Context: an optimization exercise on an open-source flow, tuned for small area. The choices shown serve that exercise and are no tape-out recipe. Only simulation tests tie the RTL to the original design; equivalence was not proved. Power figures rest on the tool's default switching activity, not on a simulated workload.

==> inputs of job 9303 <==
==> flow/design.v <==
module SpaceInvaders (
  input clk,
  input reset,
  input btnLeftInput,
  input btnRightInput,
  input fire,
  output [7:0] rgb,
  output hSync,
  output vSync,
  output victory,
  output defeat
  );
function [12:0] add12(input [11:0] a, input [11:0] b, input cin);
  integer i;
  reg c;
  begin
    c = cin;
    for (i = 0; i < 12; i = i + 1) begin
      add12[i] = a[i] ^ b[i] ^ c;
      c = (a[i] & b[i]) | (c & (a[i] ^ b[i]));
    end
    add12[12] = c;
  end
endfunction
function ge(input [11:0] x, input [11:0] k);
  integer i;
  reg r;
  begin
    r = 1'b1;
    for (i = 0; i < 12; i = i + 1)
      r = k[i] ? (x[i] & r) : (x[i] | r);
    ge = r;
  end
endfunction
function le(input [11:0] x, input [11:0] k);
  integer i;
  reg r;
  begin
    r = 1'b1;
    for (i = 0; i < 12; i = i + 1)
      r = k[i] ? (~x[i] | r) : (~x[i] & r);
    le = r;
  end
endfunction
localparam [5:0] ZSTART = 6'd1;
reg t0;
reg [9:0] hc;
reg [9:0] vc;
reg [5:0] zc;
function [5:0] lfsr(input [5:0] s);
  lfsr = {s[4:0], s[5] ^ s[4]};
endfunction
function [5:0] lfsrn(input [5:0] s, input integer n);
  integer i;
  begin
    lfsrn = s;
    for (i = 0; i < n; i = i + 1) lfsrn = lfsr(lfsrn);
  end
endfunction
localparam [5:0] ZEND = lfsrn(ZSTART, 49);
wire lineEnd = hc[9] & ~hc[8] & hc[7] & hc[4];                   
wire frameEnd = ~vc[9] & vc[8] & vc[7] & vc[6] & vc[5] & vc[3] & vc[0];  
wire hAct = ~(hc[9] & (hc[8] | hc[7]));                           
wire vAct = ~(vc[9] | (vc[8] & vc[7] & vc[6] & vc[5]));           
wire [9:0] vPos = vAct ? vc : 10'd0;
wire zcEnd = (zc == ZEND);
wire zzEnable = zcEnd;
wire moveNow  = (zc == ZSTART);
wire laserEnable = t0 & (&hc[2:0]);
wire [12:0] hcInc = add12({2'b00, hc}, 12'd0, t0);
wire [12:0] vcInc = add12({2'b00, vc}, 12'd0, t0 & lineEnd);
always @(posedge clk) begin
  if (reset) begin
    t0 <= 1'b0;
    hc <= 10'd880;
    vc <= 10'd993;
    zc <= ZSTART;
  end else begin
    t0 <= ~t0;
    zc <= zcEnd ? ZSTART : lfsr(zc);
    hc <= (t0 & lineEnd) ? 10'd881 : hcInc[9:0];
    vc <= (t0 & lineEnd & frameEnd) ? 10'd993 : vcInc[9:0];
  end
end
assign hSync = ~(hc[9] & hc[8] & ~(hc[7] & hc[6] & (hc[5] | hc[4])));
assign vSync = ~(vc[9] & ~vc[4] & ~vc[3] & ~vc[2] & (vc[1] ^ vc[0]));
reg [1:0] bl, br;
always @(posedge clk) begin
  if (reset) begin
    bl <= 2'b10;
    br <= 2'b10;
  end else begin
    bl <= {btnLeftInput & (bl[0] | bl[1]), btnLeftInput & ~bl[0] & ~bl[1]};
    br <= {btnRightInput & (br[0] | br[1]), btnRightInput & ~br[0] & ~br[1]};
  end
end
wire left = bl[0];
wire right = br[0];
reg [4:0] gm;
wire [12:0] gph = add12({7'd0, gm}, {9'd0, gm[4:2]}, 1'b0);
wire [7:0] gp = {gph[5:0], gm[1:0]};
reg shipColor;
wire [7:0] sds;
wire sdc;
AddC #(.W(8), .CIN(1)) shipSub (.a(hc[9:2]), .b(~gp), .s(sds), .co(sdc));
wire [10:0] sd = {~sdc, sds, hc[1:0]};
wire ss = sd[10];
wire [5:0] sx = sd[5:0] ^ {6{ss}};               
wire [4:0] sw = vc[4:0] + 5'd7;                   
wire [12:0] stri = add12({6'd0, sx}, {6'd0, 1'b1, ~sw}, ss);
wire shipBox = ge({2'b00, vc}, 12'd442) & le({2'b00, vc}, 12'd470) &
               (ss ? ge({1'b0, sd}, 12'd2010) : le({1'b0, sd}, 12'd38));
wire shipRect = ss ? (ge({6'd0, sx}, 12'd21) & le({6'd0, sx}, 12'd28))
                   : (ge({6'd0, sx}, 12'd22) & le({6'd0, sx}, 12'd29));
wire shipTri = ~stri[6] & (ss | (|sx));
wire shipShape = shipRect | shipTri;
wire leftOk = left & ge({7'd0, gm}, 12'd3);
wire rightOk = right & le({7'd0, gm}, 12'd29);
wire [4:0] gpAdd;
wire gpc;
AddC #(.W(5), .CIN(0)) gmStep (.a(gm), .b({{4{leftOk}}, leftOk | rightOk}), .s(gpAdd), .co(gpc));
always @(posedge clk) begin
  if (reset) begin
    gm <= 5'd16;
    shipColor <= 1'b0;
  end else begin
    gm <= gpAdd;
    if (shipBox) shipColor <= shipShape;
  end
end
reg [14:0] alive;
reg [10:0] xA;
reg [4:0] yn;
wire [12:0] yah = add12({7'd0, yn}, {9'd0, yn[4:2]}, 1'b0);
wire [7:0] ya = {yah[5:0], yn[1:0]};
reg idx, idxD;
reg defeatR;
reg killing;
reg [1:0] lastMotion;
wire canRight = idxD ? le({1'b0, xA}, 12'd583) : le({1'b0, xA}, 12'd623);
wire canLeft  = idxD | ~(ge({1'b0, xA}, 12'd11) & le({1'b0, xA}, 12'd16));
wire colDead0 = ~(alive[0] | alive[5] | alive[10]);
wire colDead1 = ~(alive[1] | alive[6] | alive[11]);
reg [8:0] ym;
reg [4:0] glm;
wire [12:0] glh = add12({7'd0, glm}, {9'd0, glm[4:2]}, 1'b0);
wire [7:0] gl = {glh[5:0], glm[1:0]};               
reg [1:0] colorLaser;
wire laserAlive = ~&ym;
wire [10:0] nxA = ~xA;
wire [7:0] nya = ~ya;
wire [7:0] hes;
wire hec;
AddC #(.W(8), .CIN(0)) hitXSub (.a(gl), .b(nxA[9:2]), .s(hes), .co(hec));
wire [10:0] he = {nxA[10] ^ hec, hes, nxA[1:0]};
wire [6:0] hfs;
wire hfc;
AddC #(.W(7), .CIN(1)) hitYSub (.a(ym[8:2]), .b(nya[6:0]), .s(hfs), .co(hfc));
wire [7:0] hf = {nya[7] ^ hfc, hfs};
wire [4:0] ha = he[7:3];
wire hlo = ~he[2] & ~(he[1] & he[0]);
wire hz = ~|he[10:8];
wire [4:0] hitCol;
assign hitCol[0] = hz & (ha == 5'd0  | ha == 5'd1  | (ha == 5'd2  & hlo));
assign hitCol[1] = hz & (ha == 5'd5  | ha == 5'd6  | (ha == 5'd7  & hlo));
assign hitCol[2] = hz & (ha == 5'd10 | ha == 5'd11 | (ha == 5'd12 & hlo));
assign hitCol[3] = hz & (ha == 5'd15 | ha == 5'd16 | (ha == 5'd17 & hlo));
assign hitCol[4] = hz & (ha == 5'd20 | ha == 5'd21 | (ha == 5'd22 & hlo));
wire hfz = (ym[1:0] == 2'd0);
wire [2:0] hitRow;
assign hitRow[0] = (hf == 8'd0)  | (hf == 8'd1)  | (hf == 8'd2  & hfz);
assign hitRow[1] = (hf == 8'd5)  | (hf == 8'd6)  | (hf == 8'd7  & hfz);
assign hitRow[2] = (hf == 8'd10) | (hf == 8'd11) | (hf == 8'd12 & hfz);
wire [14:0] hit = alive & {{5{hitRow[2]}} & hitCol, {5{hitRow[1]}} & hitCol, {5{hitRow[0]}} & hitCol};
wire moveOk = moveNow & ~defeatR;
wire xDec = moveOk & (lastMotion == 2'd1) & canLeft;
wire xInc = moveOk & (lastMotion == 2'd2) & canRight;
wire yStep = moveOk & (lastMotion == 2'd3);
wire [10:0] xAAdd;
wire xAc;
AddC #(.W(11), .CIN(0)) xAStep (.a(xA), .b({{10{xDec}}, xDec | xInc}), .s(xAAdd), .co(xAc));
wire [12:0] yaAdd = add12({7'd0, yn}, 12'd0, yStep);
always @(posedge clk) begin
  if (reset) begin
    alive <= 15'h7fff;
    xA <= 11'd40;
    yn <= 5'd2;
    idx <= 1'b0;
    lastMotion <= 2'd0;
  end else begin
    alive <= alive & ~hit;
    idx <= idx ^ (idx ? colDead1 : colDead0);
    if (zzEnable) begin
      case (lastMotion)
        2'd0, 2'd2: lastMotion <= canRight ? 2'd2 : 2'd3;
        2'd3: lastMotion <= canLeft ? 2'd1 : (canRight ? 2'd2 : 2'd0);
        2'd1: lastMotion <= canLeft ? 2'd1 : 2'd3;
      endcase
    end
    xA <= xAAdd;
    yn <= yaAdd[4:0];
  end
  idxD <= idx;
  killing <= |hit;
  defeatR <= yn[4] & yn[2] & yn[1];    
end
assign defeat = defeatR;
assign victory = ~|alive & ~killing;
wire [7:0] lxs;
wire lxc;
AddC #(.W(8), .CIN(1)) laserXSub (.a(hc[9:2]), .b(~gl), .s(lxs), .co(lxc));
wire [10:0] lx = {~lxc, lxs, hc[1:0]};                              
wire [9:0] ly;                                                      
wire lyc;
AddC #(.W(10), .CIN(0)) laserYSub (.a(vPos), .b({1'b1, ~ym}), .s(ly), .co(lyc));
wire lxIn = (~|lx[10:3] & le({9'd0, lx[2:0]}, 12'd6)) | (&lx[10:3] & ge({9'd0, lx[2:0]}, 12'd2));
wire lyIn = (~|ly[9:3] & le({9'd0, ly[2:0]}, 12'd6)) | (&ly[9:3] & ge({9'd0, ly[2:0]}, 12'd2));
reg disc;
always @(*) begin
  case ({lx[3:0], ly[3:0]})
    8'haa, 8'hab, 8'hac, 8'ha4, 8'ha5, 8'ha6, 8'hba, 8'hbb, 8'hb5, 8'hb6, 8'hca, 8'hc6,
    8'h4a, 8'h46, 8'h5a, 8'h5b, 8'h55, 8'h56, 8'h6a, 8'h6b, 8'h6c, 8'h64, 8'h65, 8'h66:
      disc = 1'b0;
    default: disc = 1'b1;
  endcase
end
wire inLaser = lxIn & lyIn & disc;
reg [8:0] ymDec;
always @(*) begin : ymDecrement
  integer i;
  reg b;
  b = laserEnable & laserAlive;
  for (i = 0; i < 9; i = i + 1) begin
    ymDec[i] = ym[i] ^ b;
    b = b & ~ym[i];
  end
end
always @(posedge clk) begin
  if (reset)
    ym <= 9'h1ff;
  else if ((laserAlive && killing) || (laserEnable && ym == 9'd0))
    ym <= 9'h1ff;
  else if (!laserAlive && fire)
    ym <= 9'd432;
  else
    ym <= ymDec[8:0];
  if (reset) glm <= 5'd0;
  else if (!laserAlive && fire) glm <= gm;
  colorLaser <= {laserAlive & inLaser & ~killing, laserAlive & inLaser};
end
wire [9:0] ahs;
wire ahc;
AddC #(.W(10), .CIN(1)) alienXSub (.a(hc), .b(nxA[9:0]), .s(ahs), .co(ahc));
wire [10:0] ah = {~ahc, ahs};
wire az0 = nxA[10] & ~|ah[10:8];
wire az1 = nxA[10] & &ah[10:8];
wire [4:0] inCol;
assign inCol[0] = (az0 & le({4'd0, ah[7:0]}, 12'd9)) | (az1 & ge({4'd0, ah[7:0]}, 12'd247));
assign inCol[1] = az0 & ge({4'd0, ah[7:0]}, 12'd31)  & le({4'd0, ah[7:0]}, 12'd49);
assign inCol[2] = az0 & ge({4'd0, ah[7:0]}, 12'd71)  & le({4'd0, ah[7:0]}, 12'd89);
assign inCol[3] = az0 & ge({4'd0, ah[7:0]}, 12'd111) & le({4'd0, ah[7:0]}, 12'd129);
assign inCol[4] = az0 & ge({4'd0, ah[7:0]}, 12'd151) & le({4'd0, ah[7:0]}, 12'd169);
wire [7:0] av;
wire avc;
AddC #(.W(8), .CIN(1)) alienYSub (.a(vPos[9:2]), .b(nya), .s(av), .co(avc));
wire avz = (vPos[1:0] == 2'd0);
wire [2:0] inRow;
assign inRow[0] = (av == 8'd255) | (av == 8'd0) | (av == 8'd1 & avz);
assign inRow[1] = (av == 8'd4)   | (av == 8'd5) | (av == 8'd6 & avz);
assign inRow[2] = (av == 8'd9)   | (av == 8'd10) | (av == 8'd11 & avz);
wire [14:0] drawn = alive & {{5{inRow[2]}} & inCol, {5{inRow[1]}} & inCol, {5{inRow[0]}} & inCol}
                    & {15{hAct}};
wire [2:0] colorAlien =
    ((drawn[0] | drawn[4] | drawn[8] | drawn[12]) ? 3'd2 : 3'd0) |
    ((drawn[1] | drawn[5] | drawn[9] | drawn[13]) ? 3'd3 : 3'd0) |
    ((drawn[2] | drawn[6] | drawn[10] | drawn[14]) ? 3'd4 : 3'd0) |
    ((drawn[3] | drawn[7] | drawn[11]) ? 3'd5 : 3'd0);
wire [2:0] colorSum = colorAlien + colorLaser + {2'b00, shipColor};
reg [2:0] rgbF;
always @(posedge clk)
  rgbF <= {colorSum == 3'd1 || colorSum == 3'd3 || colorSum == 3'd5 || colorSum == 3'd6,
           colorSum == 3'd2 || colorSum == 3'd3 || colorSum == 3'd4,
           colorSum == 3'd4 || colorSum == 3'd5};
assign rgb = {{3{rgbF[2]}}, {3{rgbF[1]}}, {2{rgbF[0]}}};
endmodule
module AddC #(parameter W = 8, parameter CIN = 0) (
  input [W-1:0] a,
  input [W-1:0] b,
  output [W-1:0] s,
  output co
  );
  wire [W:0] c;
  assign c[0] = CIN;
  genvar i;
  generate
    for (i = 0; i < W; i = i + 1) begin : bit_
      assign s[i] = a[i] ^ b[i] ^ c[i];
      assign c[i+1] = (a[i] & b[i]) | (c[i] & (a[i] ^ b[i]));
    end
  endgenerate
  assign co = c[W];
endmodule
==> flow/flow/run.sh <==
#!/bin/bash
set -euo pipefail
bash standard.sh \
  "BUFFER_PORTS_ARGS=-buffer_cell sky130_fd_sc_hd__buf_1" \
  "CTS_ARGS=-sink_clustering_enable -repair_clock_nets -buf_list sky130_fd_sc_hd__clkbuf_8 -dont_use_dummy_load" \
  finish > standard.log 2>&1
==> flow/standard.sh <==
#!/bin/bash
# synth_recipe.tcl (not shown) runs the flow's synth.tcl, then flattens the netlist and writes it again
# the make line also repeats each setting of config.mk as NAME=value (left out here)
make -C /OpenROAD-flow-scripts/flow DESIGN_CONFIG=/design/flow/config.mk WORK_HOME=/design/flow/orfs CLKGATE_MAP_FILE= SYNTH_SCRIPT=/design/flow/synth_recipe.tcl "${@:-finish}"
==> flow/config.mk <==
export PLATFORM = sky130hd
export DESIGN_NAME = SpaceInvaders
export DESIGN_NICKNAME = SpaceInvaders
export VERILOG_FILES = /design/flow/design.v
export SDC_FILE = /design/flow/constraint.sdc
export NUM_CORES = 4
export LEC_CHECK = 0
export CAP_MARGIN = 20
export CORE_MARGIN = 2
export CORE_UTILIZATION = 70
export CTS_BUF_LIST = sky130_fd_sc_hd__clkbuf_8
export SLEW_MARGIN = 20
==> flow/constraint.sdc <==
create_clock -name core_clock -period 20.0 [get_ports {clk}]
set_input_delay 4.0000 -clock core_clock [delete_from_list [all_inputs] [get_ports {clk}]]
set_output_delay 4.0000 -clock core_clock [all_outputs]
set_load 0.01 [all_outputs]
==> inputs of job 2638, as changes to job 9303 <==
--- a/flow/design.v
+++ b/flow/design.v
@@ -85,14 +85,11 @@
 assign hSync = ~(hc[9] & hc[8] & ~(hc[7] & hc[6] & (hc[5] | hc[4])));
 assign vSync = ~(vc[9] & ~vc[4] & ~vc[3] & ~vc[2] & (vc[1] ^ vc[0]));
 reg [1:0] bl, br;
+wire pl = btnLeftInput | reset;
+wire pr = btnRightInput | reset;
 always @(posedge clk) begin
-  if (reset) begin
-    bl <= 2'b10;
-    br <= 2'b10;
-  end else begin
-    bl <= {btnLeftInput & (bl[0] | bl[1]), btnLeftInput & ~bl[0] & ~bl[1]};
-    br <= {btnRightInput & (br[0] | br[1]), btnRightInput & ~br[0] & ~br[1]};
-  end
+  bl <= {pl & (bl[0] | bl[1]), pl & ~bl[0] & ~bl[1]};
+  br <= {pr & (br[0] | br[1]), pr & ~br[0] & ~br[1]};
 end
 wire left = bl[0];
 wire right = br[0];
@@ -244,8 +241,7 @@
     ym <= 9'd432;
   else
     ym <= ymDec[8:0];
-  if (reset) glm <= 5'd0;
-  else if (!laserAlive && fire) glm <= gm;
+  if (!reset && !laserAlive && fire) glm <= gm;
   colorLaser <= {laserAlive & inLaser & ~killing, laserAlive & inLaser};
 end
 wire [9:0] ahs;
==> flow/flow/run.sh (replaced) <==
#!/bin/bash
bash standard.sh "BUFFER_PORTS_ARGS=-buffer_cell sky130_fd_sc_hd__buf_1" "CTS_ARGS=-sink_clustering_enable -repair_clock_nets -root_buf sky130_fd_sc_hd__clkbuf_16 -buf_list sky130_fd_sc_hd__clkbuf_2 -dont_use_dummy_load" finish > standard.log 2>&1
==> flow_summary.ini <==
[run_status]
status = finished clean

[yosys]
synth_fa_ha_area_share_pct = 30.6
ys_top_cells_by_count = 88 x dfxtp_1, 83 x inv_1, 68 x fa_1
synth_nets = 859

[final_layout]
multiInputGateArea_um2 = 4540

[pwr]
pwr-share-seq_pct = 38.8

[placement]
hpwl_um = 11700
place_area_um2 = 7010
dp_cells = 857

[route]
met2RoutedLength_um = 7290

[clock_network]
cts_root_buf = clkbuf_16

[worst_setup_path]
worstPathRequired_ps = 20290

[sta]
fin_crit_sh_pct = 38.1
That was job 2638.
==> flow_summary.ini <==
[placement]
hpwl_um = 12400
dp_cells = 874

[worst_setup_path]
worstPathRequired_ps = 20250

[run_status]
status = finished clean

[route]
met2RoutedLength_um = 7420

[pwr]
pwr-share-seq_pct = 53.5

[yosys]
ys_top_cells_by_count = 93 x dfxtp_1, 90 x inv_1, 68 x fa_1
synth_fa_ha_area_share_pct = 29.7
synth_nets = 876

[clock_network]
cts_root_buf = clkbuf_8

[final_layout]
multiInputGateArea_um2 = 4750
That was job 9303.

-- separate check: timing with driven ports --
Ports are ideal in the flow. The routed layouts listed here were re-timed in OpenROAD.
Step 1 (the two cells are an assumption about what drives the block):
set clk [get_ports {clk}]
set_driving_cell -lib_cell sky130_fd_sc_hd__clkbuf_16 $clk
set_driving_cell -lib_cell sky130_fd_sc_hd__buf_2 [delete_from_list [all_inputs] $clk]
Step 2 adds t to the input delays and takes it off the output delays; t is the mean of the earliest and latest rising clock arrival at the registers after step 1. Input paths then give back, and output paths get back, about the clock's delay inside the block.
a / b / c = ideal ports / drivers / drivers and shift; a / b = the first two.
run | t (ns) | setup slack, ns | worst hold slack (ns) | pins driven straight from the clock port
job 9303 | 0.407 | 12.763 / 12.763 / 12.763 | 0.387 / 0.387 / 0.387 | 1
job 2638 | 0.384 | 12.386 / 12.386 / 12.386 | 0.373 / 0.373 / 0.373 | 1
After both steps setup and hold are still met in every run listed.
